Context: an optimization exercise on an open-source flow, tuned for small area, a short achievable clock period and few clock cycles per item. The choices shown serve that exercise and are no tape-out recipe.
At most, simulation tests tie the RTL to the original design; equivalence was not proved.
No activity file was given, so power comes from the tool's default toggle rates.

==> flow/design.v (excerpt) <==
module itch_decoder_top (
    input  logic          clk,
    input  logic          rst_n,
    input  logic [511:0]  s_axis_tdata,
    input  logic [7:0]    s_axis_tkeep,
    input  logic          s_axis_tlast,
    input  logic [95:0]   s_axis_tuser,
    input  logic          s_axis_tvalid,
    output logic          s_axis_tready,
    output logic [63:0]   dec_ingress_ts,
    output logic [63:0]   dec_decode_ts,
    output logic [31:0]   dec_seq_num,
    output logic [7:0]    dec_msg_type,
    output logic [63:0]   dec_symbol_key,
    output logic [9:0]    dec_symbol_idx,
    output logic          dec_symbol_valid,
    output logic          dec_side,
    output logic [31:0]   dec_price,
    output logic [31:0]   dec_qty,
    output logic [63:0]   dec_order_id,
    output logic          dec_is_book_update,
    output logic          dec_stale,
    output logic [3:0]    dec_error_flags,
    output logic          decoded_valid,
    input  logic          decoded_ready,
    output logic [63:0]   sym_lookup_key,
    output logic          sym_lookup_valid,
    input  logic [9:0]    sym_lookup_idx,
    input  logic          sym_lookup_hit,
    input  logic          sym_lookup_ready,
    output logic [31:0]   stat_add_orders,
    output logic [31:0]   stat_executes,
    output logic [31:0]   stat_cancels,
    output logic [31:0]   stat_deletes,
    output logic [31:0]   stat_replaces,
    output logic [31:0]   stat_trades,
    output logic [31:0]   stat_unknown
);
Size in the first run: about 530 flip-flops, roughly 23000 um^2 of cells after synthesis.
Settings: LEC_CHECK=0, CAP_MARGIN=20, CORE_AREA=5 5 235 235, DIE_AREA=0 0 240 240, SETUP_SLACK_MARGIN=1.2, SLEW_MARGIN=20; clock period 3.3 ns.
standard.sh (not shown) runs the stock make flow with config.mk's settings and CLKGATE_MAP_FILE= SYNTH_SCRIPT=/design/flow/synth_recipe.tcl, a recipe that flattens the netlist after the stock synthesis.
==> flow/flow/run.sh <==
#!/bin/bash
# Own layout flow: the standard flow (standard.sh) with these changes:
#  - port buffers are buf_2 cells instead of the delay buffer buffer_ports picks by default
#    (every port still gets its own buffer);
#  - pins may sit one routing track apart, so the die can be much smaller than the pin count
#    would otherwise allow; the clock pin is placed alone mid-left (pins_pre.tcl).
# Each ORFS step logs to orfs/logs/...; standard.sh's own output goes to standard.log.
set -euo pipefail
here=$(pwd)
half=$(awk '/^export DIE_AREA/ {print ($5 + $7) / 2}' config.mk)
export BUFFER_PORTS_ARGS="-buffer_cell sky130_fd_sc_hd__buf_2"
export PLACE_PINS_ARGS="-min_distance 1 -min_distance_in_tracks -corner_avoidance 15 -exclude left:$(( ${half%.*} - 8 ))-$(( ${half%.*} + 8 ))"
export PRE_IO_PLACEMENT_TCL="$here/flow/pins_pre.tcl"
echo "PLACE_PINS_ARGS=$PLACE_PINS_ARGS" > run.log
bash standard.sh > standard.log 2>&1
==> flow/flow/pins_pre.tcl <==
# Put the clock pin alone in the middle of the left edge; place_pins keeps the
# stretch around it free (see PLACE_PINS_ARGS in run.sh), so no other pin sits
# one track from it.
set die [ord::get_die_area]
set ymid [expr {([lindex $die 1] + [lindex $die 3]) / 2.0}]
place_pin -pin_name clk -layer met3 -location [list 0.4 $ymid] -force_to_die_boundary
Testbench counts at the start, summed over its fixed seeds: cycles 17,920, items 16,000.
Rerun with:
--- a/flow/design.v
+++ b/flow/design.v
@@ -246,33 +246,29 @@
     logic [3:0]  r_err;        
     logic        r_book;       
     logic [63:0] r_order_id;
     logic [63:0] r_symbol;
     logic [31:0] r_qty;
     logic [31:0] r_price;
     logic        r_side;
     logic [9:0]  r_idx;
     logic        r_hit;
     logic in_needs_lk, take;
-    logic [6:0] r_cls, in_cls;
-    always_comb begin
-        in_cls = 7'b1000000;
-        case (in_type)
-            8'h41, 8'h46: in_cls = 7'b0000001;
-            8'h45, 8'h43: in_cls = 7'b0000010;
-            8'h58:        in_cls = 7'b0000100;
-            8'h44:        in_cls = 7'b0001000;
-            8'h55:        in_cls = 7'b0010000;
-            8'h50:        in_cls = 7'b0100000;
-            default:      in_cls = 7'b1000000;
-        endcase
-    end
+    logic r_a, r_f, r_e, r_c, r_x, r_dl, r_u, r_p;
+    assign r_a  = (r_type == 8'h41);
+    assign r_f  = (r_type == 8'h46);
+    assign r_e  = (r_type == 8'h45);
+    assign r_c  = (r_type == 8'h43);
+    assign r_x  = (r_type == 8'h58);
+    assign r_dl = (r_type == 8'h44);
+    assign r_u  = (r_type == 8'h55);
+    assign r_p  = (r_type == 8'h50);
     assign in_needs_lk = (in_type == 8'h41) || (in_type == 8'h46) || (in_type == 8'h50) || in_r;
     assign decoded_valid = emit_r || (look_r && sym_lookup_ready);
     assign take          = decoded_valid && decoded_ready;
     assign s_axis_tready = !(emit_r || look_r) || take;
     always_ff @(posedge clk or negedge rst_n) begin
         if (!rst_n) begin
             emit_r <= 1'b0;
             look_r <= 1'b0;
         end else if (s_axis_tready) begin
             emit_r <= s_axis_tvalid && !in_needs_lk;
@@ -280,21 +276,20 @@
         end else if (look_r && sym_lookup_ready) begin
             emit_r <= 1'b1;
             look_r <= 1'b0;
         end
     end
     always_ff @(posedge clk) begin
         if (s_axis_tready) begin
             r_ts       <= s_axis_tuser[47:0];
             r_seq      <= s_axis_tuser[95:64];
             r_type     <= in_type;
-            r_cls      <= in_cls;
             r_stale    <= s_axis_tuser[55];
             r_err      <= (in_book || in_s || in_r) ? s_axis_tuser[51:48] : 4'hF;
             r_book     <= in_book;
             r_order_id <= in_order_id;
             r_symbol   <= in_symbol;
             r_qty      <= in_qty;
             r_price    <= in_price;
             r_side     <= in_side;
         end
         if (!emit_r) begin
@@ -323,28 +318,28 @@
     end
     always_ff @(posedge clk or negedge rst_n) begin
         if (!rst_n) begin
             stat_add_orders <= '0;
             stat_executes   <= '0;
             stat_cancels    <= '0;
             stat_deletes    <= '0;
             stat_replaces   <= '0;
             stat_trades     <= '0;
             stat_unknown    <= '0;
-        end else begin
-            if (take && r_cls[0]) stat_add_orders <= stat_add_orders + 1'b1;
-            if (take && r_cls[1]) stat_executes   <= stat_executes + 1'b1;
-            if (take && r_cls[2]) stat_cancels    <= stat_cancels + 1'b1;
-            if (take && r_cls[3]) stat_deletes    <= stat_deletes + 1'b1;
-            if (take && r_cls[4]) stat_replaces   <= stat_replaces + 1'b1;
-            if (take && r_cls[5]) stat_trades     <= stat_trades + 1'b1;
-            if (take && r_cls[6]) stat_unknown    <= stat_unknown + 1'b1;
+        end else if (take) begin
+            if (r_a || r_f)      stat_add_orders <= stat_add_orders + 1'b1;
+            else if (r_e || r_c) stat_executes   <= stat_executes + 1'b1;
+            else if (r_x)        stat_cancels    <= stat_cancels + 1'b1;
+            else if (r_dl)       stat_deletes    <= stat_deletes + 1'b1;
+            else if (r_u)        stat_replaces   <= stat_replaces + 1'b1;
+            else if (r_p)        stat_trades     <= stat_trades + 1'b1;
+            else                 stat_unknown    <= stat_unknown + 1'b1;
         end
     end
 endmodule
 module itch_decoder_top (
     input  logic          clk,
     input  logic          rst_n,
     input  logic [511:0]  s_axis_tdata,
     input  logic [7:0]    s_axis_tkeep,
     input  logic          s_axis_tlast,
     input  logic [95:0]   s_axis_tuser,
The new run produced a clean layout.
Design area goes up by a few percent.
Cell count goes up by roughly a tenth.
Wire length goes up by a little under a tenth.
Core utilization goes up by 3.9 points.
Area after synthesis goes up slightly.
Worst hold slack gets worse by 0.072 ns.
Via count goes up by roughly a tenth.
Die area does not change.
Global-route usage goes up by 2.2 points.
Maximum frequency goes down by a few percent.
The RTL of the second run of this note was laid out without a check of its function.

## before
Another version of the RTL of itch_decoder_top (not shown whole).
Size: ~530 flip-flops, about 1300 I/O pins, about 24000 sq um of cells after synthesis.
clock: 3.3 ns
lec_check: 0
cap_margin: 20
core_area: 5 5 221 221
cts_cluster_diameter: 90
cts_cluster_size: 27
die_area: 0 0 226 226
setup_slack_margin: 1.2
slew_margin: 20
==> flow/flow/run.sh <==
#!/bin/bash
# Own layout flow: the standard flow (standard.sh) with these changes:
#  - port buffers are buf_1 cells instead of the delay buffer buffer_ports picks by default
#    (every port still gets its own buffer);
#  - pins may sit one routing track apart, so the die can be much smaller than the pin count
#    would otherwise allow; the clock pin is placed alone mid-left (pins_pre.tcl).
# Each ORFS step logs to orfs/logs/...; standard.sh's own output goes to standard.log.
set -euo pipefail
here=$(pwd)
half=$(awk '/^export DIE_AREA/ {print ($5 + $7) / 2}' config.mk)
export BUFFER_PORTS_ARGS="-buffer_cell sky130_fd_sc_hd__buf_1"
export PLACE_PINS_ARGS="-min_distance 1 -min_distance_in_tracks -corner_avoidance 15 -exclude left:$(( ${half%.*} - 8 ))-$(( ${half%.*} + 8 ))"
export PRE_IO_PLACEMENT_TCL="$here/flow/pins_pre.tcl"
echo "PLACE_PINS_ARGS=$PLACE_PINS_ARGS" > run.log
bash standard.sh > standard.log 2>&1
Scripts as last shown in full above: flow/flow/pins_pre.tcl
Testbench counts of before, summed over its fixed seeds: cycles 17,920, items 16,000.
Edits applied to the flow inputs when going from before to after:
--- a/flow/design.v
+++ b/flow/design.v
@@ -289,21 +289,21 @@
             look_r  <= s_axis_tvalid && in_needs_lk;
             empty_r <= !s_axis_tvalid;
         end else if (look_r && sym_lookup_ready) begin
             emit_r  <= 1'b1;
             look_r  <= 1'b0;
         end
     end
     always_ff @(posedge clk or negedge rst_n) begin
         if (!rst_n) begin
             look_i <= 1'b0;
-            pass_r <= 1'b0;      
+            pass_r <= 1'b1;
         end else if (load) begin
             look_i <= in_needs_lk;
             pass_r <= 1'b1;
         end else if (sym_lookup_ready) begin
             look_i <= 1'b0;
             pass_r <= 1'b0;
         end
     end
     always_ff @(posedge clk) begin
         if (load) begin
## What came out
after went all the way through the flow, and no timing, DRC or antenna check failed.
In after, fraction of power consumed by the clock network is lower than in before.
after vs. before: area share of xor/xnor cells in the synthesized design shows no meaningful change; met3 track demand over resource has decreased; largest net degree at the start of global routing lower; utilization has decreased; die boundary width closely matched the old numbers.
A slowest stage cell on the critical path of sky130_fd_sc_hd__dfrtp_2 is what before shows, while sky130_fd_sc_hd__dfstp_2 belongs to after.
On after: detailed-route wire length per cell is 0.66% higher than what before gave.
Between after and before, the difference in number of setup buffers added after CTS is negligible.
No functional check of the RTL was part of after.

==> separate check: timing with driven ports <==
In the flow no input, the clock included, has a driving cell. The finished layouts below were timed again as built, in two steps. Step 1 sets driving cells, clkbuf_16 on the clock port and buf_2 on the other inputs (assumed; they add their load-dependent delay and slew). Step 2 times the ports against the registers' clock, not the clock port: input delays grow and output delays shrink by t, the midpoint of the rising clock arrivals with the driver on. Three values: ideal, step 1, step 2; two values: the first two.
| run | t, ns | slack for setup (ns) | slew at the worst register clock pin (ns) |
|---|---|---|---|
| the first run of note 1 | 0.641 | 0.905 / 0.862 / 0.427 | 0.07 / 0.07 |
| the second run of note 1 | 0.653 | 0.770 / 0.770 / 0.543 | 0.07 / 0.07 |
| before | 0.641 | 1.145 / 1.098 / 0.703 | 0.11 / 0.11 |
| after | 0.627 | 1.079 / 1.034 / 0.601 | 0.11 / 0.11 |
After both steps every run listed still meets setup and hold.
